This is an optimization exercise on Yosys and OpenROAD, whose aim is small area and a short achievable clock period, not a production implementation. Function was checked by simulation only, so behaviour that the tests miss may differ from the original. No activity file was given, so power comes from the tool's default toggle rates.

==> design.v <==
module FPM(A, B, SUM, clk);
  input [31:0] A, B;
  input clk;
  output [31:0] SUM;
  wire       s0_sgn = A[31] ^ B[31];
  wire [7:0] s0_exp = A[30:23] + B[30:23] + 8'h81;
  wire n1 = A[1] & A[0];
  wire n2 = A[1] ^ A[0];
  wire n3 = A[2] & A[1];
  wire n4 = A[2] ^ A[1];
  wire n5 = A[3] & A[2];
  wire n6 = A[3] ^ A[2];
  wire n7 = A[4] & A[3];
  wire n8 = A[4] ^ A[3];
  wire n9 = A[5] & A[4];
  wire n10 = A[5] ^ A[4];
  wire n11 = A[6] & A[5];
  wire n12 = A[6] ^ A[5];
  wire n13 = A[7] & A[6];
  wire n14 = A[7] ^ A[6];
  wire n15 = A[8] & A[7];
  wire n16 = A[8] ^ A[7];
  wire n17 = A[9] & A[8];
  wire n18 = A[9] ^ A[8];
  wire n19 = A[10] & A[9];
  wire n20 = A[10] ^ A[9];
  wire n21 = A[11] & A[10];
  wire n22 = A[11] ^ A[10];
  wire n23 = A[12] & A[11];
  wire n24 = A[12] ^ A[11];
  wire n25 = A[13] & A[12];
  wire n26 = A[13] ^ A[12];
  wire n27 = A[14] & A[13];
  wire n28 = A[14] ^ A[13];
  wire n29 = A[15] & A[14];
  wire n30 = A[15] ^ A[14];
  wire n31 = A[16] & A[15];
  wire n32 = A[16] ^ A[15];
  wire n33 = A[17] & A[16];
  wire n34 = A[17] ^ A[16];
  wire n35 = A[18] & A[17];
  wire n36 = A[18] ^ A[17];
  wire n37 = A[19] & A[18];
  wire n38 = A[19] ^ A[18];
  wire n39 = A[20] & A[19];
  wire n40 = A[20] ^ A[19];
  wire n41 = A[21] & A[20];
  wire n42 = A[21] ^ A[20];
  wire n43 = A[22] & A[21];
  wire n44 = A[22] ^ A[21];
  wire n45 = 1'b1 & A[22];
  wire n46 = 1'b1 ^ A[22];
  wire n47 = n1 | (n2 & 1'b0);
  wire n48 = n2 & A[0];
  wire n49 = n3 | (n4 & n1);
  wire n50 = n4 & n2;
  wire n51 = n5 | (n6 & n3);
  wire n52 = n6 & n4;
  wire n53 = n7 | (n8 & n5);
  wire n54 = n8 & n6;
  wire n55 = n9 | (n10 & n7);
  wire n56 = n10 & n8;
  wire n57 = n11 | (n12 & n9);
  wire n58 = n12 & n10;
  wire n59 = n13 | (n14 & n11);
  wire n60 = n14 & n12;
  wire n61 = n15 | (n16 & n13);
  wire n62 = n16 & n14;
  wire n63 = n17 | (n18 & n15);
  wire n64 = n18 & n16;
  wire n65 = n19 | (n20 & n17);
  wire n66 = n20 & n18;
  wire n67 = n21 | (n22 & n19);
  wire n68 = n22 & n20;
  wire n69 = n23 | (n24 & n21);
  wire n70 = n24 & n22;
  wire n71 = n25 | (n26 & n23);
  wire n72 = n26 & n24;
  wire n73 = n27 | (n28 & n25);
  wire n74 = n28 & n26;
  wire n75 = n29 | (n30 & n27);
  wire n76 = n30 & n28;
  wire n77 = n31 | (n32 & n29);
  wire n78 = n32 & n30;
  wire n79 = n33 | (n34 & n31);
  wire n80 = n34 & n32;
  wire n81 = n35 | (n36 & n33);
  wire n82 = n36 & n34;
  wire n83 = n37 | (n38 & n35);
  wire n84 = n38 & n36;
  wire n85 = n39 | (n40 & n37);
  wire n86 = n40 & n38;
  wire n87 = n41 | (n42 & n39);
  wire n88 = n42 & n40;
  wire n89 = n43 | (n44 & n41);
  wire n90 = n44 & n42;
  wire n91 = n45 | (n46 & n43);
  wire n92 = n46 & n44;
  wire n93 = 1'b0 | (1'b1 & n45);
  wire n94 = 1'b1 & n46;
  wire n95 = 1'b0 | (1'b0 & 1'b0);
  wire n96 = 1'b0 & 1'b1;
  wire n97 = n49 | (n50 & 1'b0);
  wire n98 = n50 & A[0];
  wire n99 = n51 | (n52 & n47);
  wire n100 = n52 & n48;
  wire n101 = n53 | (n54 & n49);
  wire n102 = n54 & n50;
  wire n103 = n55 | (n56 & n51);
  wire n104 = n56 & n52;
  wire n105 = n57 | (n58 & n53);
  wire n106 = n58 & n54;
  wire n107 = n59 | (n60 & n55);
  wire n108 = n60 & n56;
  wire n109 = n61 | (n62 & n57);
  wire n110 = n62 & n58;
  wire n111 = n63 | (n64 & n59);
  wire n112 = n64 & n60;
  wire n113 = n65 | (n66 & n61);
  wire n114 = n66 & n62;
  wire n115 = n67 | (n68 & n63);
  wire n116 = n68 & n64;
  wire n117 = n69 | (n70 & n65);
  wire n118 = n70 & n66;
  wire n119 = n71 | (n72 & n67);
  wire n120 = n72 & n68;
  wire n121 = n73 | (n74 & n69);
  wire n122 = n74 & n70;
  wire n123 = n75 | (n76 & n71);
  wire n124 = n76 & n72;
  wire n125 = n77 | (n78 & n73);
  wire n126 = n78 & n74;
  wire n127 = n79 | (n80 & n75);
  wire n128 = n80 & n76;
  wire n129 = n81 | (n82 & n77);
  wire n130 = n82 & n78;
  wire n131 = n83 | (n84 & n79);
  wire n132 = n84 & n80;
  wire n133 = n85 | (n86 & n81);
  wire n134 = n86 & n82;
  wire n135 = n87 | (n88 & n83);
  wire n136 = n88 & n84;
  wire n137 = n89 | (n90 & n85);
  wire n138 = n90 & n86;
  wire n139 = n91 | (n92 & n87);
  wire n140 = n92 & n88;
  wire n141 = n93 | (n94 & n89);
  wire n142 = n94 & n90;
  wire n143 = n95 | (n96 & n91);
  wire n144 = n96 & n92;
  wire n145 = n101 | (n102 & 1'b0);
  wire n146 = n102 & A[0];
  wire n147 = n103 | (n104 & n47);
  wire n148 = n104 & n48;
  wire n149 = n105 | (n106 & n97);
  wire n150 = n106 & n98;
  wire n151 = n107 | (n108 & n99);
  wire n152 = n108 & n100;
  wire n153 = n109 | (n110 & n101);
  wire n154 = n110 & n102;
  wire n155 = n111 | (n112 & n103);
  wire n156 = n112 & n104;
  wire n157 = n113 | (n114 & n105);
  wire n158 = n114 & n106;
  wire n159 = n115 | (n116 & n107);
  wire n160 = n116 & n108;
  wire n161 = n117 | (n118 & n109);
  wire n162 = n118 & n110;
  wire n163 = n119 | (n120 & n111);
  wire n164 = n120 & n112;
  wire n165 = n121 | (n122 & n113);
  wire n166 = n122 & n114;
  wire n167 = n123 | (n124 & n115);
  wire n168 = n124 & n116;
  wire n169 = n125 | (n126 & n117);
  wire n170 = n126 & n118;
  wire n171 = n127 | (n128 & n119);
  wire n172 = n128 & n120;
  wire n173 = n129 | (n130 & n121);
  wire n174 = n130 & n122;
  wire n175 = n131 | (n132 & n123);
  wire n176 = n132 & n124;
  wire n177 = n133 | (n134 & n125);
  wire n178 = n134 & n126;
  wire n179 = n135 | (n136 & n127);
  wire n180 = n136 & n128;
  wire n181 = n137 | (n138 & n129);
  wire n182 = n138 & n130;
  wire n183 = n139 | (n140 & n131);
  wire n184 = n140 & n132;
  wire n185 = n141 | (n142 & n133);
  wire n186 = n142 & n134;
  wire n187 = n143 | (n144 & n135);
  wire n188 = n144 & n136;
  wire n189 = n153 | (n154 & 1'b0);
  wire n190 = n154 & A[0];
  wire n191 = n155 | (n156 & n47);
  wire n192 = n156 & n48;
  wire n193 = n157 | (n158 & n97);
  wire n194 = n158 & n98;
  wire n195 = n159 | (n160 & n99);
  wire n196 = n160 & n100;
  wire n197 = n161 | (n162 & n145);
  wire n198 = n162 & n146;
  wire n199 = n163 | (n164 & n147);
  wire n200 = n164 & n148;
  wire n201 = n165 | (n166 & n149);
  wire n202 = n166 & n150;
  wire n203 = n167 | (n168 & n151);
  wire n204 = n168 & n152;
  wire n205 = n169 | (n170 & n153);
  wire n206 = n170 & n154;
  wire n207 = n171 | (n172 & n155);
  wire n208 = n172 & n156;
  wire n209 = n173 | (n174 & n157);
  wire n210 = n174 & n158;
  wire n211 = n175 | (n176 & n159);
  wire n212 = n176 & n160;
  wire n213 = n177 | (n178 & n161);
  wire n214 = n178 & n162;
  wire n215 = n179 | (n180 & n163);
  wire n216 = n180 & n164;
  wire n217 = n181 | (n182 & n165);
  wire n218 = n182 & n166;
  wire n219 = n183 | (n184 & n167);
  wire n220 = n184 & n168;
  wire n221 = n185 | (n186 & n169);
  wire n222 = n186 & n170;
  wire n223 = n187 | (n188 & n171);
  wire n224 = n188 & n172;
  wire n225 = n205 | (n206 & 1'b0);
  wire n226 = n206 & A[0];
  wire n227 = n207 | (n208 & n47);
  wire n228 = n208 & n48;
  wire n229 = n209 | (n210 & n97);
  wire n230 = n210 & n98;
  wire n231 = n211 | (n212 & n99);
  wire n232 = n212 & n100;
  wire n233 = n213 | (n214 & n145);
  wire n234 = n214 & n146;
  wire n235 = n215 | (n216 & n147);
  wire n236 = n216 & n148;
  wire n237 = n217 | (n218 & n149);
  wire n238 = n218 & n150;
  wire n239 = n219 | (n220 & n151);
  wire n240 = n220 & n152;
  wire n241 = n221 | (n222 & n189);
  wire n242 = n222 & n190;
  wire n243 = n223 | (n224 & n191);
  wire n244 = n224 & n192;
  wire [25:0] s0_t3 = {(1'b0 ^ n241), (1'b1 ^ n239), (n46 ^ n237), (n44 ^ n235), (n42 ^ n233), (n40 ^ n231), (n38 ^ n229), (n36 ^ n227), (n34 ^ n225), (n32 ^ n203), (n30 ^ n201), (n28 ^ n199), (n26 ^ n197), (n24 ^ n195), (n22 ^ n193), (n20 ^ n191), (n18 ^ n189), (n16 ^ n151), (n14 ^ n149), (n12 ^ n147), (n10 ^ n145), (n8 ^ n99), (n6 ^ n97), (n4 ^ n47), (n2 ^ 1'b0), A[0]};
  wire [24:0] q = {1'b1, B[22:0], 1'b0};
  wire [7:0] s0_m1, s0_m2, s0_m3, s0_m4, s0_neg;
  genvar gi, gj;
  generate for (gi = 0; gi < 8; gi = gi + 1) begin : enc
    wire [3:0] g = q[3*gi+3:3*gi];
    assign s0_neg[gi] = g[3] & ~(g[2] & g[1] & g[0]);
    assign s0_m1[gi] = (g == 4'b0001) | (g == 4'b0010) | (g == 4'b1101) | (g == 4'b1110);
    assign s0_m2[gi] = (g == 4'b0011) | (g == 4'b0100) | (g == 4'b1011) | (g == 4'b1100);
    assign s0_m3[gi] = (g == 4'b0101) | (g == 4'b0110) | (g == 4'b1001) | (g == 4'b1010);
    assign s0_m4[gi] = (g == 4'b0111) | (g == 4'b1000);
  end endgenerate
  reg [22:0] r1_a;
  reg [25:1] r1_t3;
  reg [7:0]  r1_m1, r1_m2, r1_m3, r1_m4, r1_neg;
  reg        r1_sgn;
  reg [7:0]  r1_exp;
  always @(posedge clk) begin
    r1_a <= A[22:0]; r1_t3 <= s0_t3[25:1];
    r1_m1 <= s0_m1; r1_m2 <= s0_m2; r1_m3 <= s0_m3; r1_m4 <= s0_m4; r1_neg <= s0_neg;
    r1_sgn <= s0_sgn; r1_exp <= s0_exp;
  end
  wire [27:0] m1x = {3'b001, r1_a[22:0], 2'b00};      
  wire [25:0] m3x = {r1_t3, r1_a[0]};                   
  wire [25:0] pp [0:7];
  generate for (gi = 0; gi < 8; gi = gi + 1) begin : rw
    for (gj = 0; gj < 26; gj = gj + 1) begin : cl
      assign pp[gi][gj] = ((r1_m1[gi] & m1x[gj+2]) | (r1_m2[gi] & m1x[gj+1]) |
                           (r1_m3[gi] & m3x[gj]) | (r1_m4[gi] & m1x[gj])) ^ r1_neg[gi];
    end
  end endgenerate
  wire n245 = ~r1_neg[0];
  wire n246 = ~r1_neg[1];
  wire n247 = ~r1_neg[2];
  wire n248 = ~r1_neg[3];
  wire n249 = ~r1_neg[4];
  wire n250 = ~r1_neg[5];
  wire n251 = ~r1_neg[6];
  wire n252 = ~r1_neg[7];
  wire n253 = ~r1_neg[0];
  wire n254 = ~r1_neg[0];
  wire n255 = ~r1_neg[0];
  wire n256, n257;
  fpm_fa un256 (r1_neg[1], pp[0][3], pp[1][0], n256, n257);
  wire n258, n259;
  fpm_fa un258 (r1_neg[2], pp[0][6], pp[1][3], n258, n259);
  wire n260, n261;
  fpm_fa un260 (pp[0][7], pp[1][4], pp[2][1], n260, n261);
  wire n262, n263;
  fpm_fa un262 (pp[0][8], pp[1][5], pp[2][2], n262, n263);
  wire n264, n265;
  fpm_fa un264 (r1_neg[3], pp[0][9], pp[1][6], n264, n265);
  wire n266, n267;
  fpm_fa un266 (pp[0][10], pp[1][7], pp[2][4], n266, n267);
  wire n268, n269;
  fpm_fa un268 (pp[0][11], pp[1][8], pp[2][5], n268, n269);
  wire n270, n271;
  fpm_fa un270 (r1_neg[4], pp[0][12], pp[1][9], n270, n271);
  wire n272, n273;
  fpm_fa un272 (pp[2][6], pp[3][3], pp[4][0], n272, n273);
  wire n274, n275;
  fpm_fa un274 (pp[0][13], pp[1][10], pp[2][7], n274, n275);
  wire n276, n277;
  fpm_fa un276 (pp[0][14], pp[1][11], pp[2][8], n276, n277);
  wire n278, n279;
  fpm_fa un278 (r1_neg[5], pp[0][15], pp[1][12], n278, n279);
  wire n280, n281;
  fpm_fa un280 (pp[2][9], pp[3][6], pp[4][3], n280, n281);
  wire n282, n283;
  fpm_fa un282 (pp[0][16], pp[1][13], pp[2][10], n282, n283);
  wire n284, n285;
  fpm_fa un284 (pp[3][7], pp[4][4], pp[5][1], n284, n285);
  wire n286, n287;
  fpm_fa un286 (pp[0][17], pp[1][14], pp[2][11], n286, n287);
  wire n288, n289;
  fpm_fa un288 (pp[3][8], pp[4][5], pp[5][2], n288, n289);
  wire n290, n291;
  fpm_fa un290 (r1_neg[6], pp[0][18], pp[1][15], n290, n291);
  wire n292, n293;
  fpm_fa un292 (pp[2][12], pp[3][9], pp[4][6], n292, n293);
  wire n294, n295;
  fpm_fa un294 (pp[0][19], pp[1][16], pp[2][13], n294, n295);
  wire n296, n297;
  fpm_fa un296 (pp[3][10], pp[4][7], pp[5][4], n296, n297);
  wire n298, n299;
  fpm_fa un298 (pp[0][20], pp[1][17], pp[2][14], n298, n299);
  wire n300, n301;
  fpm_fa un300 (pp[3][11], pp[4][8], pp[5][5], n300, n301);
  wire n302, n303;
  fpm_fa un302 (r1_neg[7], pp[0][21], pp[1][18], n302, n303);
  wire n304, n305;
  fpm_fa un304 (pp[2][15], pp[3][12], pp[4][9], n304, n305);
  wire n306, n307;
  fpm_fa un306 (pp[5][6], pp[6][3], pp[7][0], n306, n307);
  wire n308, n309;
  fpm_fa un308 (pp[0][22], pp[1][19], pp[2][16], n308, n309);
  wire n310, n311;
  fpm_fa un310 (pp[3][13], pp[4][10], pp[5][7], n310, n311);
  wire n312, n313;
  fpm_ha hn312 (pp[6][4], pp[7][1], n312, n313);
  wire n314, n315;
  fpm_fa un314 (pp[0][23], pp[1][20], pp[2][17], n314, n315);
  wire n316, n317;
  fpm_fa un316 (pp[3][14], pp[4][11], pp[5][8], n316, n317);
  wire n318, n319;
  fpm_ha hn318 (pp[6][5], pp[7][2], n318, n319);
  wire n320, n321;
  fpm_fa un320 (r1_a[0], pp[0][24], pp[1][21], n320, n321);
  wire n322, n323;
  fpm_fa un322 (pp[2][18], pp[3][15], pp[4][12], n322, n323);
  wire n324, n325;
  fpm_fa un324 (pp[5][9], pp[6][6], pp[7][3], n324, n325);
  wire n326, n327;
  fpm_fa un326 (r1_a[1], pp[0][25], pp[1][22], n326, n327);
  wire n328, n329;
  fpm_fa un328 (pp[2][19], pp[3][16], pp[4][13], n328, n329);
  wire n330, n331;
  fpm_fa un330 (pp[5][10], pp[6][7], pp[7][4], n330, n331);
  wire n332, n333;
  fpm_fa un332 (r1_a[2], r1_neg[0], pp[1][23], n332, n333);
  wire n334, n335;
  fpm_fa un334 (pp[2][20], pp[3][17], pp[4][14], n334, n335);
  wire n336, n337;
  fpm_fa un336 (pp[5][11], pp[6][8], pp[7][5], n336, n337);
  wire n338, n339;
  fpm_fa un338 (r1_a[3], r1_neg[0], pp[1][24], n338, n339);
  wire n340, n341;
  fpm_fa un340 (pp[2][21], pp[3][18], pp[4][15], n340, n341);
  wire n342, n343;
  fpm_fa un342 (pp[5][12], pp[6][9], pp[7][6], n342, n343);
  wire n344, n345;
  fpm_fa un344 (r1_a[4], r1_neg[0], pp[1][25], n344, n345);
  wire n346, n347;
  fpm_fa un346 (pp[2][22], pp[3][19], pp[4][16], n346, n347);
  wire n348, n349;
  fpm_fa un348 (pp[5][13], pp[6][10], pp[7][7], n348, n349);
  wire n350, n351;
  fpm_fa un350 (r1_a[5], n246, n255, n350, n351);
  wire n352, n353;
  fpm_fa un352 (pp[2][23], pp[3][20], pp[4][17], n352, n353);
  wire n354, n355;
  fpm_fa un354 (pp[5][14], pp[6][11], pp[7][8], n354, n355);
  wire n356, n357;
  fpm_fa un356 (r1_a[6], 1'b1, pp[2][24], n356, n357);
  wire n358, n359;
  fpm_fa un358 (pp[3][21], pp[4][18], pp[5][15], n358, n359);
  wire n360, n361;
  fpm_ha hn360 (pp[6][12], pp[7][9], n360, n361);
  wire n362, n363;
  fpm_fa un362 (r1_a[7], 1'b1, pp[2][25], n362, n363);
  wire n364, n365;
  fpm_fa un364 (pp[3][22], pp[4][19], pp[5][16], n364, n365);
  wire n366, n367;
  fpm_ha hn366 (pp[6][13], pp[7][10], n366, n367);
  wire n368, n369;
  fpm_fa un368 (r1_a[8], n247, pp[3][23], n368, n369);
  wire n370, n371;
  fpm_fa un370 (pp[4][20], pp[5][17], pp[6][14], n370, n371);
  wire n372, n373;
  fpm_fa un372 (r1_a[9], 1'b1, pp[3][24], n372, n373);
  wire n374, n375;
  fpm_fa un374 (pp[4][21], pp[5][18], pp[6][15], n374, n375);
  wire n376, n377;
  fpm_fa un376 (r1_a[10], 1'b1, pp[3][25], n376, n377);
  wire n378, n379;
  fpm_fa un378 (pp[4][22], pp[5][19], pp[6][16], n378, n379);
  wire n380, n381;
  fpm_fa un380 (r1_a[11], n248, pp[4][23], n380, n381);
  wire n382, n383;
  fpm_fa un382 (pp[5][20], pp[6][17], pp[7][14], n382, n383);
  wire n384, n385;
  fpm_fa un384 (r1_a[12], 1'b1, pp[4][24], n384, n385);
  wire n386, n387;
  fpm_fa un386 (pp[5][21], pp[6][18], pp[7][15], n386, n387);
  wire n388, n389;
  fpm_fa un388 (r1_a[13], 1'b1, pp[4][25], n388, n389);
  wire n390, n391;
  fpm_fa un390 (pp[5][22], pp[6][19], pp[7][16], n390, n391);
  wire n392, n393;
  fpm_fa un392 (r1_a[14], n249, pp[5][23], n392, n393);
  wire n394, n395;
  fpm_fa un394 (r1_a[15], 1'b1, pp[5][24], n394, n395);
  wire n396, n397;
  fpm_fa un396 (r1_a[16], 1'b1, pp[5][25], n396, n397);
  wire n398, n399;
  fpm_fa un398 (r1_a[17], n250, pp[6][23], n398, n399);
  wire n400, n401;
  fpm_fa un400 (r1_a[18], 1'b1, pp[6][24], n400, n401);
  wire n402, n403;
  fpm_fa un402 (r1_a[19], 1'b1, pp[6][25], n402, n403);
  wire n404, n405;
  fpm_fa un404 (r1_a[20], n251, pp[7][23], n404, n405);
  wire n406, n407;
  fpm_fa un406 (r1_a[21], 1'b1, pp[7][24], n406, n407);
  wire n408, n409;
  fpm_fa un408 (r1_a[22], 1'b1, pp[7][25], n408, n409);
  wire n410, n411;
  fpm_ha hn410 (pp[3][4], pp[4][1], n410, n411);
  wire n412, n413;
  fpm_ha hn412 (pp[3][5], pp[4][2], n412, n413);
  wire n414, n415;
  fpm_ha hn414 (pp[5][3], pp[6][0], n414, n415);
  wire n416, n417;
  fpm_ha hn416 (pp[6][20], pp[7][17], n416, n417);
  wire n418, n419;
  fpm_ha hn418 (pp[6][21], pp[7][18], n418, n419);
  wire n420, n421;
  fpm_ha hn420 (pp[6][22], pp[7][19], n420, n421);
  wire n422 = r1_neg[0] & pp[0][0];
  wire n423 = r1_neg[0] | pp[0][0];
  wire n424 = 1'b0 | (pp[0][1] & n422);
  reg [186:0] r2_m;
  reg        r2_sgn;
  reg [7:0]  r2_exp;
  always @(posedge clk) begin
    r2_m <= {n409, r1_neg[7], n408, n407, n406, n405, n404, n403, n402, n401, pp[7][22], n400, n399, pp[7][21], n398, n397, n421, pp[7][20], n396, n395, n420, n419, n394, n393, n418, n417, n392, n391, n389, n416, n390, n388, n387, n385, n386, n384, n383, n381, n382, n380, n379, n377, n378, n376, n375, n373, pp[7][13], n374, n372, n371, n369, pp[7][12], n370, n368, n365, n363, n367, pp[7][11], n364, n362, n359, n357, n366, n361, n358, n356, n355, n353, n360, n351, n354, n352, n349, n347, n345, n350, n348, n346, n344, n343, n341, n339, n342, n340, n338, n337, n335, n333, n336, n334, n332, n331, n329, n327, n330, n328, n326, n325, n323, n321, n324, n322, n320, n317, n315, n319, n316, n314, n311, n309, n318, n313, n310, n308, n307, n305, n303, n312, n306, n304, n302, n301, n299, n300, n298, n297, n295, pp[6][2], n296, n294, n293, n291, n415, pp[6][1], n292, n290, n289, n287, n414, n288, n286, n285, n283, n284, n282, n281, n279, n280, n278, n277, n413, pp[5][0], n276, n275, n412, n411, n274, n273, n271, n410, n272, n270, n269, n268, n267, pp[3][2], n266, n265, pp[3][1], n264, n263, pp[3][0], pp[2][3], n262, n261, n260, n259, n258, pp[2][0], pp[1][2], pp[0][5], n257, pp[1][1], pp[0][4], n256, n424, pp[0][2]};
    r2_sgn <= r1_sgn; r2_exp <= r1_exp;
  end
  wire n426, n427;
  fpm_fa un426 (r2_m[3], r2_m[4], r2_m[5], n426, n427);
  wire n428, n429;
  fpm_fa un428 (r2_m[14], r2_m[15], r2_m[16], n428, n429);
  wire n430, n431;
  fpm_fa un430 (r2_m[18], r2_m[19], r2_m[20], n430, n431);
  wire n432, n433;
  fpm_fa un432 (r2_m[21], r2_m[22], r2_m[23], n432, n433);
  wire n434, n435;
  fpm_fa un434 (r2_m[24], r2_m[25], r2_m[26], n434, n435);
  wire n436, n437;
  fpm_fa un436 (r2_m[27], r2_m[28], r2_m[29], n436, n437);
  wire n438, n439;
  fpm_fa un438 (r2_m[31], r2_m[32], r2_m[33], n438, n439);
  wire n440, n441;
  fpm_fa un440 (r2_m[35], r2_m[36], r2_m[37], n440, n441);
  wire n442, n443;
  fpm_fa un442 (r2_m[40], r2_m[41], r2_m[42], n442, n443);
  wire n444, n445;
  fpm_fa un444 (r2_m[44], r2_m[45], r2_m[46], n444, n445);
  wire n446, n447;
  fpm_fa un446 (r2_m[48], r2_m[49], r2_m[50], n446, n447);
  wire n448, n449;
  fpm_fa un448 (r2_m[53], r2_m[54], r2_m[55], n448, n449);
  wire n450, n451;
  fpm_fa un450 (r2_m[56], r2_m[57], r2_m[58], n450, n451);
  wire n452, n453;
  fpm_fa un452 (r2_m[59], r2_m[60], r2_m[61], n452, n453);
  wire n454, n455;
  fpm_ha hn454 (r2_m[62], r2_m[63], n454, n455);
  wire n456, n457;
  fpm_fa un456 (r2_m[64], r2_m[65], r2_m[66], n456, n457);
  wire n458, n459;
  fpm_ha hn458 (r2_m[67], r2_m[68], n458, n459);
  wire n460, n461;
  fpm_fa un460 (r2_m[69], r2_m[70], r2_m[71], n460, n461);
  wire n462, n463;
  fpm_fa un462 (r2_m[72], r2_m[73], r2_m[74], n462, n463);
  wire n464, n465;
  fpm_fa un464 (r2_m[75], r2_m[76], r2_m[77], n464, n465);
  wire n466, n467;
  fpm_fa un466 (r2_m[78], r2_m[79], r2_m[80], n466, n467);
  wire n468, n469;
  fpm_fa un468 (r2_m[81], r2_m[82], r2_m[83], n468, n469);
  wire n470, n471;
  fpm_fa un470 (r2_m[84], r2_m[85], r2_m[86], n470, n471);
  wire n472, n473;
  fpm_fa un472 (r2_m[87], r2_m[88], r2_m[89], n472, n473);
  wire n474, n475;
  fpm_fa un474 (r2_m[90], r2_m[91], r2_m[92], n474, n475);
  wire n476, n477;
  fpm_fa un476 (r2_m[93], r2_m[94], r2_m[95], n476, n477);
  wire n478, n479;
  fpm_fa un478 (r2_m[96], r2_m[97], r2_m[98], n478, n479);
  wire n480, n481;
  fpm_fa un480 (r2_m[99], r2_m[100], r2_m[101], n480, n481);
  wire n482, n483;
  fpm_fa un482 (r2_m[102], r2_m[103], r2_m[104], n482, n483);
  wire n484, n485;
  fpm_fa un484 (r2_m[105], r2_m[106], r2_m[107], n484, n485);
  wire n486, n487;
  fpm_fa un486 (r2_m[108], r2_m[109], r2_m[110], n486, n487);
  wire n488, n489;
  fpm_fa un488 (r2_m[111], r2_m[112], r2_m[113], n488, n489);
  wire n490, n491;
  fpm_fa un490 (r2_m[114], r2_m[115], r2_m[116], n490, n491);
  wire n492, n493;
  fpm_fa un492 (r2_m[117], r2_m[118], r2_m[119], n492, n493);
  wire n494, n495;
  fpm_fa un494 (r2_m[120], r2_m[121], r2_m[122], n494, n495);
  wire n496, n497;
  fpm_fa un496 (r2_m[123], r2_m[124], r2_m[125], n496, n497);
  wire n498, n499;
  fpm_fa un498 (r2_m[126], r2_m[127], r2_m[128], n498, n499);
  wire n500, n501;
  fpm_fa un500 (r2_m[129], r2_m[130], r2_m[131], n500, n501);
  wire n502, n503;
  fpm_fa un502 (r2_m[132], r2_m[133], r2_m[134], n502, n503);
  wire n504, n505;
  fpm_fa un504 (r2_m[135], r2_m[136], r2_m[137], n504, n505);
  wire n506, n507;
  fpm_ha hn506 (r2_m[138], r2_m[139], n506, n507);
  wire n508, n509;
  fpm_fa un508 (r2_m[140], r2_m[141], r2_m[142], n508, n509);
  wire n510, n511;
  fpm_ha hn510 (r2_m[143], r2_m[144], n510, n511);
  wire n512, n513;
  fpm_fa un512 (r2_m[145], r2_m[146], r2_m[147], n512, n513);
  wire n514, n515;
  fpm_fa un514 (r2_m[149], r2_m[150], r2_m[151], n514, n515);
  wire n516, n517;
  fpm_fa un516 (r2_m[153], r2_m[154], r2_m[155], n516, n517);
  wire n518, n519;
  fpm_fa un518 (r2_m[157], r2_m[158], r2_m[159], n518, n519);
  wire n520, n521;
  fpm_fa un520 (r2_m[161], r2_m[162], r2_m[163], n520, n521);
  wire n522, n523;
  fpm_fa un522 (r2_m[165], r2_m[166], r2_m[167], n522, n523);
  wire n524, n525;
  fpm_fa un524 (r2_m[169], r2_m[170], r2_m[171], n524, n525);
  wire n526, n527;
  fpm_fa un526 (r2_m[173], r2_m[174], r2_m[175], n526, n527);
  wire n528, n529;
  fpm_fa un528 (r2_m[176], r2_m[177], r2_m[178], n528, n529);
  wire n530, n531;
  fpm_fa un530 (r2_m[6], r2_m[7], n427, n530, n531);
  wire n532, n533;
  fpm_fa un532 (r2_m[30], n435, n436, n532, n533);
  wire n534, n535;
  fpm_fa un534 (r2_m[34], n437, n438, n534, n535);
  wire n536, n537;
  fpm_fa un536 (r2_m[38], r2_m[39], n439, n536, n537);
  wire n538, n539;
  fpm_fa un538 (r2_m[43], n441, n442, n538, n539);
  wire n540, n541;
  fpm_fa un540 (r2_m[47], n443, n444, n540, n541);
  wire n542, n543;
  fpm_fa un542 (r2_m[51], r2_m[52], n445, n542, n543);
  wire n544, n545;
  fpm_fa un544 (n447, n448, n450, n544, n545);
  wire n546, n547;
  fpm_fa un546 (n454, n449, n451, n546, n547);
  wire n548, n549;
  fpm_fa un548 (n455, n458, n453, n548, n549);
  wire n550, n551;
  fpm_fa un550 (n459, n457, n460, n550, n551);
  wire n552, n553;
  fpm_fa un552 (n461, n463, n464, n552, n553);
  wire n554, n555;
  fpm_fa un554 (n465, n467, n468, n554, n555);
  wire n556, n557;
  fpm_fa un556 (n469, n471, n472, n556, n557);
  wire n558, n559;
  fpm_fa un558 (n473, n475, n476, n558, n559);
  wire n560, n561;
  fpm_fa un560 (n477, n479, n480, n560, n561);
  wire n562, n563;
  fpm_fa un562 (n481, n483, n484, n562, n563);
  wire n564, n565;
  fpm_fa un564 (n485, n487, n488, n564, n565);
  wire n566, n567;
  fpm_fa un566 (n489, n491, n492, n566, n567);
  wire n568, n569;
  fpm_fa un568 (n493, n495, n496, n568, n569);
  wire n570, n571;
  fpm_fa un570 (n497, n499, n500, n570, n571);
  wire n572, n573;
  fpm_fa un572 (n506, n501, n503, n572, n573);
  wire n574, n575;
  fpm_fa un574 (n507, n510, n505, n574, n575);
  wire n576, n577;
  fpm_fa un576 (r2_m[148], n511, n509, n576, n577);
  wire n578, n579;
  fpm_fa un578 (r2_m[152], n513, n514, n578, n579);
  wire n580, n581;
  fpm_fa un580 (r2_m[156], n515, n516, n580, n581);
  wire n582, n583;
  fpm_fa un582 (r2_m[160], n517, n518, n582, n583);
  wire n584, n585;
  fpm_fa un584 (r2_m[164], n519, n520, n584, n585);
  wire n586, n587;
  fpm_fa un586 (r2_m[168], n521, n522, n586, n587);
  wire n588, n589;
  fpm_fa un588 (r2_m[172], n523, n524, n588, n589);
  wire n590, n591;
  fpm_fa un590 (r2_m[179], r2_m[180], n529, n590, n591);
  wire n592, n593;
  fpm_fa un592 (r2_m[8], r2_m[9], n531, n592, n593);
  wire n594, n595;
  fpm_ha hn594 (r2_m[10], r2_m[11], n594, n595);
  wire n596, n597;
  fpm_ha hn596 (r2_m[12], r2_m[13], n596, n597);
  wire n598, n599;
  fpm_ha hn598 (r2_m[17], n428, n598, n599);
  wire n600, n601;
  fpm_ha hn600 (n429, n430, n600, n601);
  wire n602, n603;
  fpm_ha hn602 (n431, n432, n602, n603);
  wire n604, n605;
  fpm_ha hn604 (n433, n434, n604, n605);
  wire n606, n607;
  fpm_fa un606 (n440, n536, n535, n606, n607);
  wire n608, n609;
  fpm_ha hn608 (n537, n538, n608, n609);
  wire n610, n611;
  fpm_ha hn610 (n539, n540, n610, n611);
  wire n612, n613;
  fpm_fa un612 (n446, n542, n541, n612, n613);
  wire n614, n615;
  fpm_ha hn614 (n543, n544, n614, n615);
  wire n616, n617;
  fpm_fa un616 (n452, n546, n545, n616, n617);
  wire n618, n619;
  fpm_fa un618 (n456, n547, n548, n618, n619);
  wire n620, n621;
  fpm_fa un620 (n462, n549, n550, n620, n621);
  wire n622, n623;
  fpm_fa un622 (n466, n551, n552, n622, n623);
  wire n624, n625;
  fpm_fa un624 (n470, n553, n554, n624, n625);
  wire n626, n627;
  fpm_fa un626 (n474, n555, n556, n626, n627);
  wire n628, n629;
  fpm_fa un628 (n478, n557, n558, n628, n629);
  wire n630, n631;
  fpm_fa un630 (n482, n559, n560, n630, n631);
  wire n632, n633;
  fpm_fa un632 (n486, n561, n562, n632, n633);
  wire n634, n635;
  fpm_fa un634 (n490, n563, n564, n634, n635);
  wire n636, n637;
  fpm_fa un636 (n494, n565, n566, n636, n637);
  wire n638, n639;
  fpm_fa un638 (n498, n567, n568, n638, n639);
  wire n640, n641;
  fpm_fa un640 (n502, n569, n570, n640, n641);
  wire n642, n643;
  fpm_fa un642 (n504, n572, n571, n642, n643);
  wire n644, n645;
  fpm_fa un644 (n508, n573, n574, n644, n645);
  wire n646, n647;
  fpm_fa un646 (n512, n575, n576, n646, n647);
  wire n648, n649;
  fpm_ha hn648 (n577, n578, n648, n649);
  wire n650, n651;
  fpm_ha hn650 (n579, n580, n650, n651);
  wire n652, n653;
  fpm_ha hn652 (n581, n582, n652, n653);
  wire n654, n655;
  fpm_ha hn654 (n583, n584, n654, n655);
  wire n656, n657;
  fpm_ha hn656 (n585, n586, n656, n657);
  wire n658, n659;
  fpm_ha hn658 (n587, n588, n658, n659);
  wire n660, n661;
  fpm_fa un660 (n525, n526, n589, n660, n661);
  wire n662, n663;
  fpm_ha hn662 (n527, n528, n662, n663);
  wire n664, n665;
  fpm_fa un664 (r2_m[181], r2_m[182], n591, n664, n665);
  wire n666, n667;
  fpm_ha hn666 (r2_m[183], r2_m[184], n666, n667);
  wire n668, n669;
  fpm_ha hn668 (r2_m[185], r2_m[186], n668, n669);
  wire n670 = r2_m[0] & r2_m[1];
  wire n671 = r2_m[0] | r2_m[1];
  wire n672 = 1'b0 | (r2_m[2] & n670);
  wire n674 = 1'b0 | (n426 & n672);
  reg [82:0] r3_m;
  reg        r3_sgn;
  reg [7:0]  r3_exp;
  always @(posedge clk) begin
    r3_m <= {n668, n667, n665, n666, n664, n590, n663, n661, n662, n660, n659, n658, n657, n656, n655, n654, n653, n652, n651, n650, n649, n647, n648, n646, n645, n644, n643, n641, n642, n640, n639, n638, n637, n636, n635, n634, n633, n632, n631, n630, n629, n628, n627, n626, n625, n624, n623, n622, n621, n620, n619, n618, n617, n616, n615, n613, n614, n612, n611, n610, n609, n607, n608, n606, n534, n533, n532, n605, n604, n603, n602, n601, n600, n599, n598, n597, n596, n595, n593, n594, n592, n674, n530};
    r3_sgn <= r2_sgn; r3_exp <= r2_exp;
  end
  wire [47:0] n676 = {r3_m[81], r3_m[79], r3_m[78], r3_m[76], r3_m[74], r3_m[72], r3_m[70], r3_m[68], r3_m[66], r3_m[64], r3_m[62], r3_m[60], r3_m[58], r3_m[56], r3_m[54], r3_m[52], r3_m[50], r3_m[48], r3_m[46], r3_m[44], r3_m[42], r3_m[40], r3_m[38], r3_m[36], r3_m[34], r3_m[32], r3_m[30], r3_m[28], r3_m[26], r3_m[24], r3_m[22], r3_m[20], r3_m[19], r3_m[17], r3_m[15], r3_m[13], r3_m[11], r3_m[9], r3_m[7], r3_m[5], r3_m[3], r3_m[2], r3_m[0], 1'b0, 1'b0, 1'b0, 1'b0, 1'b0};
  wire [47:0] n677 = {r3_m[82], r3_m[80], 1'b0, r3_m[77], r3_m[75], r3_m[73], r3_m[71], r3_m[69], r3_m[67], r3_m[65], r3_m[63], r3_m[61], r3_m[59], r3_m[57], r3_m[55], r3_m[53], r3_m[51], r3_m[49], r3_m[47], r3_m[45], r3_m[43], r3_m[41], r3_m[39], r3_m[37], r3_m[35], r3_m[33], r3_m[31], r3_m[29], r3_m[27], r3_m[25], r3_m[23], r3_m[21], 1'b0, r3_m[18], r3_m[16], r3_m[14], r3_m[12], r3_m[10], r3_m[8], r3_m[6], r3_m[4], 1'b0, r3_m[1], 1'b0, 1'b0, 1'b0, 1'b0, 1'b0};
  wire [2:0] n678 = {1'b0, n676[6:5]} + {1'b0, n677[6:5]};
  wire [8:0] n679 = {1'b0, n676[14:7]} + {1'b0, n677[14:7]};
  wire [8:0] n680 = {1'b0, n676[22:15]} + {1'b0, n677[22:15]};
  wire [6:0] n681 = {1'b0, n676[28:23]} + {1'b0, n677[28:23]};
  wire [6:0] n682 = {1'b0, n676[34:29]} + {1'b0, n677[34:29]};
  wire [6:0] n683 = {1'b0, n676[40:35]} + {1'b0, n677[40:35]};
  wire [7:0] n684 = {1'b0, n676[47:41]} + {1'b0, n677[47:41]};
  reg r4_lg0;
  reg r4_lg1;
  reg r4_lp1;
  reg r4_lg2;
  reg r4_lp2;
  reg [5:0] r4_us0;
  reg r4_ug0;
  reg r4_up0;
  reg [5:0] r4_us1;
  reg r4_ug1;
  reg r4_up1;
  reg [5:0] r4_us2;
  reg r4_ug2;
  reg r4_up2;
  reg [6:0] r4_us3;
  reg r4_ug3;
  reg r4_up3;
  reg        r4_sgn;
  reg [7:0]  r4_exp;
  always @(posedge clk) begin
    r4_lg0 <= n678[2];
    r4_lg1 <= n679[8];
    r4_lp1 <= &(n676[14:7] | n677[14:7]);
    r4_lg2 <= n680[8];
    r4_lp2 <= &(n676[22:15] | n677[22:15]);
    r4_us0 <= n681[5:0];
    r4_ug0 <= n681[6];
    r4_up0 <= &(n676[28:23] | n677[28:23]);
    r4_us1 <= n682[5:0];
    r4_ug1 <= n682[6];
    r4_up1 <= &(n676[34:29] | n677[34:29]);
    r4_us2 <= n683[5:0];
    r4_ug2 <= n683[6];
    r4_up2 <= &(n676[40:35] | n677[40:35]);
    r4_us3 <= n684[6:0];
    r4_ug3 <= n684[7];
    r4_up3 <= &(n676[47:41] | n677[47:41]);
    r4_sgn <= r3_sgn; r4_exp <= r3_exp;
  end
  wire n685 = r4_lg1 | (r4_lp1 & r4_lg0);
  wire n686 = r4_lg2 | (r4_lp2 & n685);
  wire [5:0] n687;
  assign n687[0] = 1'b1;
  assign n687[1] = &r4_us0[0:0];
  assign n687[2] = &r4_us0[1:0];
  assign n687[3] = &r4_us0[2:0];
  assign n687[4] = &r4_us0[3:0];
  assign n687[5] = &r4_us0[4:0];
  wire [5:0] n688 = r4_us0 ^ ({6{n686}} & n687);
  wire n689 = r4_ug0 | (r4_up0 & n686);
  wire [5:0] n690;
  assign n690[0] = 1'b1;
  assign n690[1] = &r4_us1[0:0];
  assign n690[2] = &r4_us1[1:0];
  assign n690[3] = &r4_us1[2:0];
  assign n690[4] = &r4_us1[3:0];
  assign n690[5] = &r4_us1[4:0];
  wire [5:0] n691 = r4_us1 ^ ({6{n689}} & n690);
  wire n692 = r4_ug1 | (r4_up1 & n689);
  wire [5:0] n693;
  assign n693[0] = 1'b1;
  assign n693[1] = &r4_us2[0:0];
  assign n693[2] = &r4_us2[1:0];
  assign n693[3] = &r4_us2[2:0];
  assign n693[4] = &r4_us2[3:0];
  assign n693[5] = &r4_us2[4:0];
  wire [5:0] n694 = r4_us2 ^ ({6{n692}} & n693);
  wire n695 = r4_ug2 | (r4_up2 & n692);
  wire [6:0] n696;
  assign n696[0] = 1'b1;
  assign n696[1] = &r4_us3[0:0];
  assign n696[2] = &r4_us3[1:0];
  assign n696[3] = &r4_us3[2:0];
  assign n696[4] = &r4_us3[3:0];
  assign n696[5] = &r4_us3[4:0];
  assign n696[6] = &r4_us3[5:0];
  wire [6:0] n697 = r4_us3 ^ ({7{n695}} & n696);
  wire n698 = r4_ug3 | (r4_up3 & n695);
  wire [24:0] n699 = {n697, n694, n691, n688};
  reg [24:0] r5_p;
  reg        r5_sgn;
  reg [7:0]  r5_exp;
  always @(posedge clk) begin
    r5_p <= n699;
    r5_sgn <= r4_sgn; r5_exp <= r4_exp;
  end
  wire [31:0] n700 = {r5_sgn, r5_exp + {7'd0, r5_p[24]}, r5_p[24] ? r5_p[23:1] : r5_p[22:0]};
  reg [31:0] r6_o;
  always @(posedge clk) r6_o <= n700;
  reg [31:0] r7_o;
  always @(posedge clk) r7_o <= r6_o;
  reg [31:0] r8_o;
  always @(posedge clk) r8_o <= r7_o;
  reg [31:0] r9_o;
  always @(posedge clk) r9_o <= r8_o;
  reg [31:0] r10_o;
  always @(posedge clk) r10_o <= r9_o;
  assign SUM = r10_o;
endmodule
module fpm_fa(a, b, c, s, co);
  input a, b, c;
  output s, co;
  assign s = a ^ b ^ c;
  assign co = (a & b) | (a & c) | (b & c);
endmodule
module fpm_ha(a, b, s, co);
  input a, b;
  output s, co;
  assign s = a ^ b;
  assign co = a & b;
endmodule
==> run.sh <==
#!/bin/bash
# synth_recipe.tcl (not shown) runs the flow's synth.tcl, then flattens the netlist and writes it again
# the make line also repeats each setting of config.mk as NAME=value (left out here)
make -C /OpenROAD-flow-scripts/flow DESIGN_CONFIG=/design/flow/config.mk WORK_HOME=/design/flow/orfs CLKGATE_MAP_FILE= SYNTH_SCRIPT=/design/flow/synth_recipe.tcl finish
==> config.mk <==
export PLATFORM = sky130hd
export DESIGN_NAME = FPM
export DESIGN_NICKNAME = FPM
export VERILOG_FILES = /design/flow/design.v
export SDC_FILE = /design/flow/constraint.sdc
export NUM_CORES = 4
export LEC_CHECK = 0
export CAP_MARGIN = 20
export CORE_MARGIN = 2
export CORE_UTILIZATION = 55
export SETUP_SLACK_MARGIN = 0.95
export SLEW_MARGIN = 20
export SYNTH_HIERARCHICAL = 1
export SYNTH_MINIMUM_KEEP_SIZE = 0
==> constraint.sdc <==
create_clock -name core_clock -period 3.0 [get_ports {clk}]
set_input_delay 0.6000 -clock core_clock [delete_from_list [all_inputs] [get_ports {clk}]]
set_output_delay 0.6000 -clock core_clock [all_outputs]
set_load 0.01 [all_outputs]
==> summary.md, run 1 <==
| Metric | Value |
|---|---|
| Run status | complete, no violations |
| Most frequent cells in the layout | dfxtp_1 (606), xnor2_1 (263), fa_1 (177) |
| Clock Root Buffer | clkbuf_16 |
| Critical path launch point type | flop |
| Critical R2R Launch | r1_m1[0]$_DFF_P_ |
| Num CTS Buffers | 60 |
| Fin cells | 2970 |
| Largest net degree at the start of global routing | 29 |
| Residual DRC count | 0 |
| Mapped Area | between 20000 and 30000 um^2 |
| Asr flop ratio synth | 0 |
| Comb pwr share | 0.310 |
| Mapped Cells | approximately 2200 |
| Final ANT Viol Nets | 0 |
| Final Max Tran Viols | 0 |
| P_int | between 20000 and 25000 uW |
| Final worst setup slack | a little under 1 ns |
| GR Overflow Total | 0 |
| Pleak | ~0.013 uW |
| Worst Skew | between 0.02 and 0.025 ns |
| Drt initial violations | around 1600 |
| F_max | about 500 MHz |
| WL/cell | between 20 and 25 um |
| Syn Area/Cell | roughly 12 um^2 |
| Worst reg2reg path depth | 3 |
| Maximum VDD drop | about 0.58 mV |
| Total global-route track usage | 0.246 |
| Slowest-stage cell, CP | dfxtp_1 |
| Part of the power in registers | 0.435 |
| Worst r2r dst | r2_m[66]$_DFF_P_ |
| Worst-path cell chain | a221oi_1, xnor2_1, fa_1 |
| CTS tree | built |
| Detailed Route WL | 61.7 mm |
| Initial antenna violation count | 4 |
| Cell total after placement | 2851 |
| Required @ worst endpoint | 3.48 ns |
| Number of H-tree levels | 2 |
| Final hold vios | 0 |
| Yosys cell types | 61 |
| Pwr Density | around 1000 nW/um^2 |
| Clock Power Share | 0.255 |
| GPL Wtd Cong | between 0.8 and 0.9 |
| Synth warnings | 7 |
| WP depth | 3 |
| Hold buffers post-CTS | 0 |
| Nets | around 2700 |
| Clock-pin slew on the worst setup and hold paths | 0.06 ns |
| CP max FO | 20 |
| Layout cells sized above 1 | 0.116 |
| Die ar. | 50300 um^2 |
| Switch Pwr | roughly 9800 uW |
| First-pass GRT wire length | 96.2 mm |
| Crit path DAT | around 2.5 ns |
| Worst Setup SP | r1_m1[0]$_DFF_P_ |
| Worst setup endpoint | r2_m[66]$_DFF_P_ |
| Total clock sinks | around 620 |
| Relative slew slack | 0.442 |
| Fillers | roughly 3800 |
| Critical path endpoint category | flop |
| Via Count | 17168 |
| Via density | slightly below 6 |
| Switching Share | 0.315 |
| Number of synthesized register bits | 624 |
| Core area | about 48000 um^2 |
| Place WS | -0.155 ns |
| Hpwl dp | roughly 42 mm |
| Slew of the pin with the lowest slew margin | between 0.8 and 0.9 ns |
| Row count | 80 |
| RSZ-0062 raised after global routing | true |
| CP delay by family, top | flip-flops |
| CTS Buffer Depth | 3 |
| Crit Path Category | flop to flop |
| FF-to-FF setup slack | 0.98 ns |
| Worst skew pair latency | ~0.63 ns |
| DRT Pass-1 Iters | 6 |
| Fin crit share | 0.674 |
| Primary FF master, synth | dfxtp_1 |
| CP peak stage delay | slightly above 0.8 ns |
| Tmin final | ~2.0 ns |
| IO Port Bufs | between 90 and 100 |
| Post-synth EDFFs | 0 |
| Hold crit path type | input pin to flop |
| Commonest non-fill, non-tap cell in the layout | dfxtp_1 |
| Num ports | between 90 and 100 |
| Setup Viol. Count Final | 0 |
| Sequential area share after synthesis | 0.468 |
| Die H | ~220 um |
| Worst hold start | A[0] |
| Initial Util | 0.558 |
| Max-cap violations | 0 |
| Area Overhead vs Synth | 15.6% |
| Area of the multi-input gates | about 13000 um^2 |
| Worst path bufs/invs | 0 |
| Register area | 12500 um^2 |
| Die Wd | roughly 220 um |
| Vias in the first global route | approximately 17000 |
power by group through the flow:
stage               clock network (uW)  registers (uW)  logic (uW)
detailed placement                   0           13700        9780
floorplan                            0           13000        6800
finish                            7900           13500        9610
CTS                               8100           13500        9750
global route                      8440           13800       11200
global placement                     0           13600        9600
worst register-to-register path, delay by kind of cell, from the launching register on:
kind | cells | cell delay (ns)
DFF | 1 | 0.82
adders and majority gates | 1 | 0.52
xor gates and xnor gates | 1 | 0.33
AOI/OAI and AO/OA | 1 | 0.22
per-module statistics from Yosys (local to each module, per instance):
module  cells inside  times used
FPM             2015           1
fpm_fa             1         173
fpm_ha             1          32
cell type report:
| type | count | share of cell area |
|---|---|---|
| multi-input combinational | 1321 | 0.436 |
| tap | 615 | 0.0249 |
| sequential | 624 | 0.406 |
| clock buffer | 79 | 0.0549 |
| clock inverter | 33 | 0.0143 |
| inverter | 108 | 0.0131 |
| timing repair buffer | 189 | 0.0517 |
| antenna | 1 | 0.0000811 |
synth_stat cells, types with 3 or more instances:
master / n / area [um^2]
nor2b_1: 13 / 81.3
a222oi_1: 7 / 70.1
a21o_1: 28 / 210
mux2_1: 20 / 225
nand3b_1: 6 / 45.0
nand3_1: 17 / 85.1
mux2_2: 3 / 33.8
a22o_1: 168 / 1470
or4_1: 3 / 22.5
a221oi_1: 176 / 1540
o21a_1: 3 / 22.5
buf_1: 17 / 63.8
nand2_1: 36 / 135
nor4_1: 4 / 25.0
ha_1: 141 / 1760
and3_1: 9 / 56.3
xor2_1: 24 / 210
a21oi_1: 46 / 230
nand4_1: 7 / 43.8
o21bai_1: 12 / 90.1
nor2_1: 34 / 128
dfxtp_1: 624 / 12500
clkbuf_1: 158 / 593
nor3_1: 8 / 40.0
a31o_1: 4 / 35.0
o21ai_0: 21 / 105
xnor2_1: 263 / 2300
nand2b_1: 3 / 18.8
a22oi_1: 8 / 60.1
a211oi_1: 5 / 37.5
fa_1: 179 / 3580
and2_1: 9 / 56.3
o21ai_1: 23 / 115
a31oi_1: 3 / 18.8
inv_1: 106 / 398
logic make-up (layout without fill, tap and decap cells):
family / count (synthesis) / after routing / share of synthesized area
AOI/OAI and AO/OA: 521 / 521 / 0.157
xor gates and xnor gates: 287 / 287 / 0.0941
adders and majority gates: 320 / 320 / 0.200
buffers and inverters: 286 / 409 / 0.0406
DFF: 624 / 624 / 0.468
muxes: 23 / 23 / 0.00970
other: 1 / 13 / 0.000140
and+or+nand+nor: 158 / 158 / 0.0302
metrics by stage:
stage | power [uW] | hold WS, ns | util | TNS (ns) | area [um^2]
6_report | 31000 | 0.0951 | 0.645 | 0 | 30900
5_1_grt | 33400 | 0.0765 | 0.645 | 0 | 30900
4_1_cts | 31300 | 0.203 | 0.644 | 0 | 30800
3_5_place_dp | 23400 | 0.312 | 0.598 | -0.351 | 28600
3_3_place_gp | 23200 | 0.310 | 0.598 | -0.208 | 28600
2_1_floorplan | 19800 | 0.310 | - | 0 | 26900
flip-flops by register name, indices dropped and copies added, names as in the netlist, 23 cells and up:
signal  count
r3_m       83
r10_o      32
r7_o       32
r9_o       32
r1_a       23
r8_o       32
r1_t3      25
r2_m      187
r5_p       25
r6_o       32
metal layers:
layer | global-route usage | share of wire
met2 | 0.380 | 0.44
met4 | 0.0940 | 0.031
met5 | 0 | 0.00029
met3 | 0.0613 | 0.087
met1 | 0.334 | 0.44
worst min path at each step:
stage	cells after the start	to
after global routing	1	r1_a[0]$_DFF_P_
after global placement	0	r3_exp[0]$_DFF_P_
after detailed placement	0	r10_o[0]$_DFF_P_
after CTS	1	r1_a[0]$_DFF_P_
final	1	r1_a[0]$_DFF_P_
after floorplan	0	r10_o[0]$_DFF_P_
what timing repair did:
action | CTS | global route
hold endpoints to repair | 0 | 0
setup buffers | 3 | 3
pin swaps | 12 | 11
resized for setup | 75 | 39
setup endpoints to repair | 67 | 61
==> inputs of run 2 (changes only) <==
--- a/config.mk
+++ b/config.mk
@@ -8,6 +8,8 @@
 export CAP_MARGIN = 20
 export CORE_MARGIN = 2
 export CORE_UTILIZATION = 55
+export CTS_CLUSTER_DIAMETER = 80
+export CTS_CLUSTER_SIZE = 24
 export SETUP_SLACK_MARGIN = 0.95
 export SLEW_MARGIN = 20
 export SYNTH_HIERARCHICAL = 1
==> run 2 against run 1 <==
  * Clock skew grew 0.0053 ns
  * Largest cell class unchanged
  * Sequential power hardly changed
  * Maximum frequency is 1.9% lower
  * Count of clock-buffer cells in the layout down 41
  * Largest power group unchanged
  * Core utilization down 2.0 points
  * Register-to-register slack better by 0.02 ns
  * Highest routed layer is now met4
==> summary.md, run 2 <==
| Metric | Value |
|---|---|
| Worst-path cell chain | buf_8, ha_4, inv_2, fa_2, nor2b_2, o31a_1, o2111ai_2, a21boi_2, a221oi_4, nor4b_2, a211oi_2 (was a221oi_1, xnor2_1, fa_1) |
| Via Count | 16962 (was 17168) |
| Cell total after placement | 2851 (unchanged) |
| DRT Pass-1 Iters | 6 (unchanged) |
| Via density | 5.84 (was 5.78) |
| Share of the synthesized area in the top cell type | 0.468 (unchanged) |
| Maximum VDD drop | 0.556 mV (was 0.582 mV) |
| Worst skew pair latency | 0.57 ns (was 0.63 ns) |
| Total clock sinks | 624 (unchanged) |
| Max-cap violations | 0 (unchanged) |
| Die H | 224 um (unchanged) |
| Core area | 47800 um^2 (unchanged) |
| WL/cell | 21.0 um (was 20.8 um) |
| Fin cells | 2906 (was 2970) |
| Register area | 12500 um^2 (about the same) |
| Total global-route track usage | 0.243 (was 0.246) |
| Mapped Area | 26700 um^2 (unchanged) |
| Setup Viol. Count Final | 0 (unchanged) |
| Detailed Route WL | 61.1 mm (was 61.7 mm) |
| CP delay by family, top | compound AO/OA/AOI/OAI gates (was flip-flops) |
| Area contributors post-synth | dfxtp_1 (47%), fa_1 (13%), xnor2_1 (8.6%) (unchanged) |
| Slowest-stage cell, CP | fa_2 (was dfxtp_1) |
| Commonest non-fill, non-tap cell in the layout | dfxtp_1 (unchanged) |
| Most common library cells after synthesis | dfxtp_1 (624), xnor2_1 (263), fa_1 (179) (unchanged) |
| Number of H-tree levels | 2 (unchanged) |
| Sequential area share after synthesis | 0.468 (unchanged) |
| GPL Wtd Cong | 0.886 (unchanged) |
| Crit path DAT | 2.50 ns (about the same) |
| GR Overflow Total | 0 (unchanged) |
| Row count | 80 (unchanged) |
| Vias in the first global route | 17001 (was 17305) |
| Top-count cell post-synth | dfxtp_1 (unchanged) |
| Largest net degree at the start of global routing | 29 (unchanged) |
| Die ar. | 50300 um^2 (unchanged) |
| Biggest regs | r2_m x187, r3_m x83 (unchanged) |
| Hold crit path type | input pin to flop (unchanged) |
| CP peak stage delay | 0.37 ns (was 0.82 ns) |
| Area Overhead vs Synth | 12.0% (was 15.6%) |
| Post-synth EDFFs | 0 (unchanged) |
| F_max | 485 MHz (was 495 MHz) |
| Yosys cell types | 61 (unchanged) |
| Die Wd | 224 um (unchanged) |
| Worst path bufs/invs | 2 (was 0) |
| Layout cells sized above 1 | 0.0969 (was 0.116) |
| Tmin final | 2.06 ns (was 2.02 ns) |
| Total chip power | 28100 uW (was 31000 uW) |
| CP max FO | 3 (was 20) |
| Pwr Density | 941 nW/um^2 (was 1000 nW/um^2) |
| WP depth | 11 (was 3) |
| Syn Area/Cell | 12.0 um^2 (unchanged) |
| Place WS | -0.155 ns (unchanged) |
| Pleak | 0.0123 uW (was 0.0127 uW) |
| Fillers | 3833 (was 3771) |
| Post-layout util | 0.625 (was 0.645) |
| Fin crit share | 0.687 (was 0.674) |
| Number of synthesized register bits | 624 (unchanged) |
| Num CTS Buffers | 34 (was 60) |
| Hold Path Cell Cnt | 1 (unchanged) |
| Max FFs per register | 187 (unchanged) |
| Critical path endpoint category | flop (unchanged) |
| Initial antenna violation count | 3 (was 4) |
| Final ANT Viol Nets | 0 (unchanged) |
| Final hold vios | 0 (unchanged) |
| Critical path launch point type | input pin (was flop) |
| Primary FF master, synth | dfxtp_1 (unchanged) |
| Nets | 2664 (was 2689) |
| Clock-pin slew on the worst setup and hold paths | 0.09 ns (was 0.06 ns) |
| Most flops, register | r2_m (unchanged) |
| CTS tree | built (unchanged) |
| IO Port Bufs | 96 (unchanged) |
| Num ports | 97 (unchanged) |
| Run status | complete, no violations (unchanged) |
| RSZ-0062 raised after global routing | true (unchanged) |
| Synth warnings | 7 (unchanged) |
| First-pass GRT wire length | 95.0 mm (was 96.2 mm) |
| Required @ worst endpoint | 3.44 ns (was 3.48 ns) |
| Crit Path Category | input pin to flop (was flop to flop) |
| Drt initial violations | 1662 (was 1559) |
| Clock Root Buffer | clkbuf_16 (unchanged) |
| Relative slew slack | 0.453 (was 0.442) |
| Final worst setup slack | 0.940 ns (was 0.979 ns) |
| Hold buffers post-CTS | 0 (unchanged) |
| Most frequent cells in the layout | dfxtp_1 (608), xnor2_1 (262), fa_1 (177) (was dfxtp_1 (606), xnor2_1 (263), fa_1 (177)) |
| Hold WS | 0.134 ns (was 0.0951 ns) |
| Worst Skew | 0.0295 ns (was 0.0242 ns) |
| Slew of the pin with the lowest slew margin | 0.820 ns (was 0.836 ns) |
| Final Max Tran Viols | 0 (unchanged) |
| Initial Util | 0.558 (unchanged) |
| Worst reg2reg path depth | 4 (was 3) |
| Hpwl dp | 42.4 mm (unchanged) |
| Asr flop ratio synth | 0 (unchanged) |
| Mapped Cells | 2220 (unchanged) |
| Residual DRC count | 0 (unchanged) |
| Area of the multi-input gates | 13500 um^2 (was 13400 um^2) |
| Yosys top cell by area | dfxtp_1 (unchanged) |
| CTS Buffer Depth | 3 (unchanged) |
## run 2: cell counts after synthesis
Identical to the previous run, type by type.
## run 2: metal layers
metal	global-route usage	up-vias	wire, um
li1	-	7844	-
met1	0.338	8224	27200
met2	0.375	749	26800
met3	0.0530	145	5150
met4	0.0884	0	1870
met5	0	-	0
## run 2: final timing paths
check | start | end | slack (ns)
worst max-delay path | A[1] | r1_t3[23]$_DFF_P_ | 0.94
worst min-delay path | A[0] | r1_a[0]$_DFF_P_ | 0.13
worst min register to register | r7_o[0]$_DFF_P_ | r8_o[0]$_DFF_P_ | 0.32
worst max register to register | r1_t3[11]$_DFF_P_ | r2_m[63]$_DFF_P_ | 1.00
## run 2: repair_timing
item,4_1_cts,5_1_grt
gates resized for setup,63,63
cloned,0,0
pin swaps,12,18
endpoints found under the setup margin,51,79
buffers inserted,4,3
endpoints found under the hold margin,0,0
## run 2: area by class of cell
type	instances	share of cell area
multi-input combinational	1321	0.451
sequential	624	0.418
timing repair buffer	190	0.0558
clock buffer	38	0.0307
tap	615	0.0257
inverter	108	0.0136
clock inverter	9	0.00452
antenna	1	0.0000837
## run 2: logic make-up (layout without fill, tap and decap cells)
logic type      after synthesis  count (layout)  share of synthesized area
other cells                   1              13                   0.000140
fa+ha+maj                   320             320                      0.200
simple gates                158             158                     0.0302
xor+xnor                    287             287                     0.0941
buf+inv                     286             345                     0.0406
compound gates              521             521                      0.157
flops                       624             624                      0.468
mux                          23              23                    0.00970
## run 2: per-stage QoR
step                      cell area [um^2]  setup TNS [ns]
after global routing                 29900               0
after detailed placement             28600          -0.351
after floorplan                      26900               0
after CTS                            29800               0
after global placement               28600          -0.208
final                                29900               0
## run 2: Yosys stat by module, one instance, submodules excluded
| module | cells inside | area, um^2 | copies in the design | flip-flops and latches |
|---|---|---|---|---|
| FPM | 2015 | 22800 | 1 | 624 |
| fpm_fa | 1 | 20.0 | 173 | 0 |
| fpm_ha | 1 | 12.5 | 32 | 0 |
## run 2: where the power goes
part / leakage [uW] / switching, uW / internal (uW)
registers: 0.00526 / 1710 / 11700
clock network: 0.000514 / 2660 / 2350
logic: 0.00651 / 4840 / 4830
==> inputs of run 3 (changes only) <==
--- a/config.mk
+++ b/config.mk
@@ -8,8 +8,8 @@
 export CAP_MARGIN = 20
 export CORE_MARGIN = 2
 export CORE_UTILIZATION = 55
-export CTS_CLUSTER_DIAMETER = 80
-export CTS_CLUSTER_SIZE = 24
+export CTS_CLUSTER_DIAMETER = 60
+export CTS_CLUSTER_SIZE = 32
 export SETUP_SLACK_MARGIN = 0.95
 export SLEW_MARGIN = 20
 export SYNTH_HIERARCHICAL = 1
==> run 3 against run 2 <==
  * Synthesized cell count did not move
  * Global-route usage is essentially flat
  * Non-clock buffer count fell by 1
  * Setup slack improved by 0.0087 ns
  * Clock skew increased by 0.0087 ns
  * Core utilization is 0.92 points higher
  * Die area did not move
  * Total power grew 4.6%
  * Still clean
==> summary.md, run 3 <==
| Metric | Value |
|---|---|
| Core area | 47800 um^2 (unchanged) |
| Hpwl dp | 42.4 mm (unchanged) |
| Total global-route track usage | 0.243 (about the same) |
| Run status | complete, no violations (unchanged) |
| Final ANT Viol Nets | 0 (unchanged) |
| Most flops, register | r2_m (unchanged) |
| Worst path bufs/invs | 1 (was 2) |
| Final hold vios | 0 (unchanged) |
| Via Count | 17009 (was 16962) |
| CTS tree | built (unchanged) |
| FF-to-FF setup slack | 0.95 ns (was 1.00 ns) |
| Commonest non-fill, non-tap cell in the layout | dfxtp_1 (unchanged) |
| Tmin final | 2.05 ns (was 2.06 ns) |
| Total clock sinks | 624 (unchanged) |
| Number of synthesized register bits | 624 (unchanged) |
| Synth warnings | 7 (unchanged) |
| Mapped Area | 26700 um^2 (unchanged) |
| Worst r2r dst | r2_m[175]$_DFF_P_ (was r2_m[63]$_DFF_P_) |
| Die ar. | 50300 um^2 (unchanged) |
| Setup Viol. Count Final | 0 (unchanged) |
| Maximum VDD drop | 0.520 mV (was 0.556 mV) |
| Critical path endpoint category | flop (unchanged) |
| Area contributors post-synth | dfxtp_1 (47%), fa_1 (13%), xnor2_1 (8.6%) (unchanged) |
| Hold Path Cell Cnt | 1 (unchanged) |
| Slew of the pin with the lowest slew margin | 0.849 ns (was 0.820 ns) |
| Mapped Cells | 2220 (unchanged) |
| GPL Wtd Cong | 0.886 (unchanged) |
| CP max FO | 17 (was 3) |
| Number of H-tree levels | 2 (unchanged) |
| Yosys top cell by area | dfxtp_1 (unchanged) |
| Worst reg2reg path depth | 4 (unchanged) |
| Switching Share | 0.334 (was 0.327) |
| Via density | 5.80 (was 5.84) |
| Worst skew pair latency | 0.59 ns (was 0.57 ns) |
| Worst-path cell chain | buf_4, a221oi_1, xnor2_1, fa_1 (was buf_8, ha_4, inv_2, fa_2, nor2b_2, o31a_1, o2111ai_2, a21boi_2, a221oi_4, nor4b_2, a211oi_2) |
| Initial antenna violation count | 4 (was 3) |
| Share of the synthesized area in the top cell type | 0.468 (unchanged) |
| CP delay by family, top | flip-flops (was compound AO/OA/AOI/OAI gates) |
| Setup tns final | 0 ns (unchanged) |
| Syn Area/Cell | 12.0 um^2 (unchanged) |
| F_max | 487 MHz (was 485 MHz) |
| Critical path launch point type | flop (was input pin) |
| Top-count cell post-synth | dfxtp_1 (unchanged) |
| Clock Power Share | 0.218 (was 0.178) |
| Largest net degree at the start of global routing | 33 (was 29) |
| CTS Buffer Depth | 3 (unchanged) |
| Clock Root Buffer | clkbuf_16 (unchanged) |
| Area Overhead vs Synth | 13.6% (was 12.0%) |
| Row count | 80 (unchanged) |
| Worst Skew | 0.0382 ns (was 0.0295 ns) |
| Switch Pwr | 9840 uW (was 9210 uW) |
| Asr flop ratio synth | 0 (unchanged) |
| RSZ-0062 raised after global routing | true (unchanged) |
| Comb pwr share | 0.326 (was 0.344) |
| Most frequent cells in the layout | dfxtp_1 (609), xnor2_1 (262), fa_1 (177) (was dfxtp_1 (608), xnor2_1 (262), fa_1 (177)) |
| Layout cells sized above 1 | 0.105 (was 0.0969) |
| Crit path DAT | 2.52 ns (was 2.50 ns) |
| Hold crit path type | input pin to flop (unchanged) |
| Num ports | 97 (unchanged) |
| Slowest-stage cell, CP | dfxtp_1 (was fa_2) |
| DRT Pass-1 Iters | 5 (was 6) |
| Pwr Density | 970 nW/um^2 (was 941 nW/um^2) |
| Residual DRC count | 0 (unchanged) |
| Biggest regs | r2_m x187, r3_m x83 (unchanged) |
| Hold WS | 0.134 ns (about the same) |
| First-pass GRT wire length | 95.0 mm (about the same) |
| Worst hold start | A[0] (unchanged) |
| IO Port Bufs | 96 (unchanged) |
| WL/cell | 20.9 um (was 21.0 um) |
| Required @ worst endpoint | 3.47 ns (was 3.44 ns) |
| Critical R2R Launch | r1_m4[6]$_DFF_P_ (was r1_t3[11]$_DFF_P_) |
-- run 3: cell count changes in the layout (fill, tap and decap cells not counted), moves of 2 or more --
cell / change
dlymetal6s2s_1: -18
dlygate4sd2_1: +17
inv_12: +8
clkbuf_16: +7
clkinv_16: +3
clkinv_4: +3
clkinv_8: +3
clkbuf_2: +2
inv_16: +2
nand3_1: +2
nand3_2: -2
-- run 3: cell families (layout without fill, tap and decap cells) --
group | after synthesis | after routing | share of synthesized area
AO/OA/AOI/OAI | 521 | 521 | 0.157
XOR/XNOR | 287 | 287 | 0.0941
adder cells (fa/ha/maj) | 320 | 320 | 0.200
buffers and inverters | 286 | 371 | 0.0406
flip-flops | 624 | 624 | 0.468
multiplexers | 23 | 23 | 0.00970
other | 1 | 13 | 0.000140
AND/OR/NAND/NOR | 158 | 158 | 0.0302
-- run 3: modules after synthesis, one instance, submodules excluded --
module,cell area (um^2),flip-flops and latches,cells,times used
FPM,22800,624,2015,1
fpm_fa,20.0,0,1,173
fpm_ha,12.5,0,1,32
-- run 3: power by group through the flow --
stage	Combinational, uW	Sequential (uW)	Clock [uW]
floorplan	6800	13000	0
global placement	9600	13600	0
detailed placement	9780	13700	0
CTS	9750	13500	6570
global route	11200	13800	6880
finish	9580	13400	6400
-- run 3: final cells by class --
| cell class | count | area (um^2) |
|---|---|---|
| diodes | 1 | 2.50 |
| repair buffers | 189 | 1590 |
| clock inverters | 30 | 510 |
| multi-input cells | 1321 | 13500 |
| well taps | 615 | 769 |
| fillers | 3795 | 17500 |
| inverters | 108 | 405 |
| clock buffers | 44 | 1080 |
| flip-flops and latches | 624 | 12500 |
-- run 3: per-layer routing --
| layer | up-vias | wire, um | part of all wire | GRT usage |
|---|---|---|---|---|
| met2 | 736 | 26900 | 0.44 | 0.378 |
| met1 | 8251 | 27200 | 0.44 | 0.336 |
| met5 | - | 13 | 0.00021 | 0 |
| met3 | 148 | 5210 | 0.085 | 0.0543 |
| li1 | 7872 | - | - | - |
| met4 | 2 | 1900 | 0.031 | 0.0869 |
-- run 3: worst max-delay path by stage --
stage,cells past startpoint,endpoint,startpoint,slack (ns)
6_report,4,r2_m[175]$_DFF_P_,r1_m4[6]$_DFF_P_,0.95
5_1_grt,11,r1_t3[23]$_DFF_P_,A[1],0.88
2_1_floorplan,10,r1_t3[23]$_DFF_P_,A[0],0.61
4_1_cts,10,r1_t3[23]$_DFF_P_,A[2],0.93
3_3_place_gp,11,r1_t3[23]$_DFF_P_,A[1],-0.10
3_5_place_dp,11,r1_t3[23]$_DFF_P_,A[1],-0.15
-- run 3: what timing repair did --
item,4_1_cts,5_1_grt
buffers inserted,3,3
endpoints found under the setup margin,69,45
pin swaps,12,14
hold buffers,0,0
resized for setup,82,41
-- run 3: per-stage QoR --
stage,util,power (uW),std cells,setup WS (ns)
after floorplan,-,19800,2231,0.610
after global placement,0.598,23200,2851,-0.103
after detailed placement,0.598,23400,2851,-0.155
after CTS,0.633,29800,2928,0.935
after global routing,0.634,31800,2931,0.880
final,0.634,29400,2932,0.948

[static timing again, ports no longer ideal]
How much do the figures lean on ideal ports? The routed layouts below were timed once more, with nothing changed but the port constraints.
Step 1 sets driving cells, clkbuf_16 on the clock port and buf_2 on the other inputs (assumed; they add their load-dependent delay and slew).
Step 2 adds t to the input delays and takes it off the output delays; t is the mean of the earliest and latest rising clock arrival at the registers after step 1. Input paths then give back, and output paths get back, about the clock's delay inside the block.
Slacks: ideal / step 1 / step 2; pairs: ideal / step 1.
run | t, ns | setup WS [ns] | worst setup path after step 2 | slew at the worst register clock pin (ns) | worst data-port slew with drivers (ns)
run 1 | 0.677 | 0.979 / 0.979 / 0.353 | input to register | 0.07 / 0.07 | 0.08
run 2 | 0.619 | 0.940 / 0.937 / 0.332 | input to register | 0.09 / 0.09 | 0.08
run 3 | 0.637 | 0.948 / 0.948 / 0.342 | input to register | 0.10 / 0.10 | 0.08
After both steps setup and hold are still met in every run listed. For run 1, which loses most, drivers alone change the setup slack by 0.000 ns; drivers and shift together by -0.626 ns.
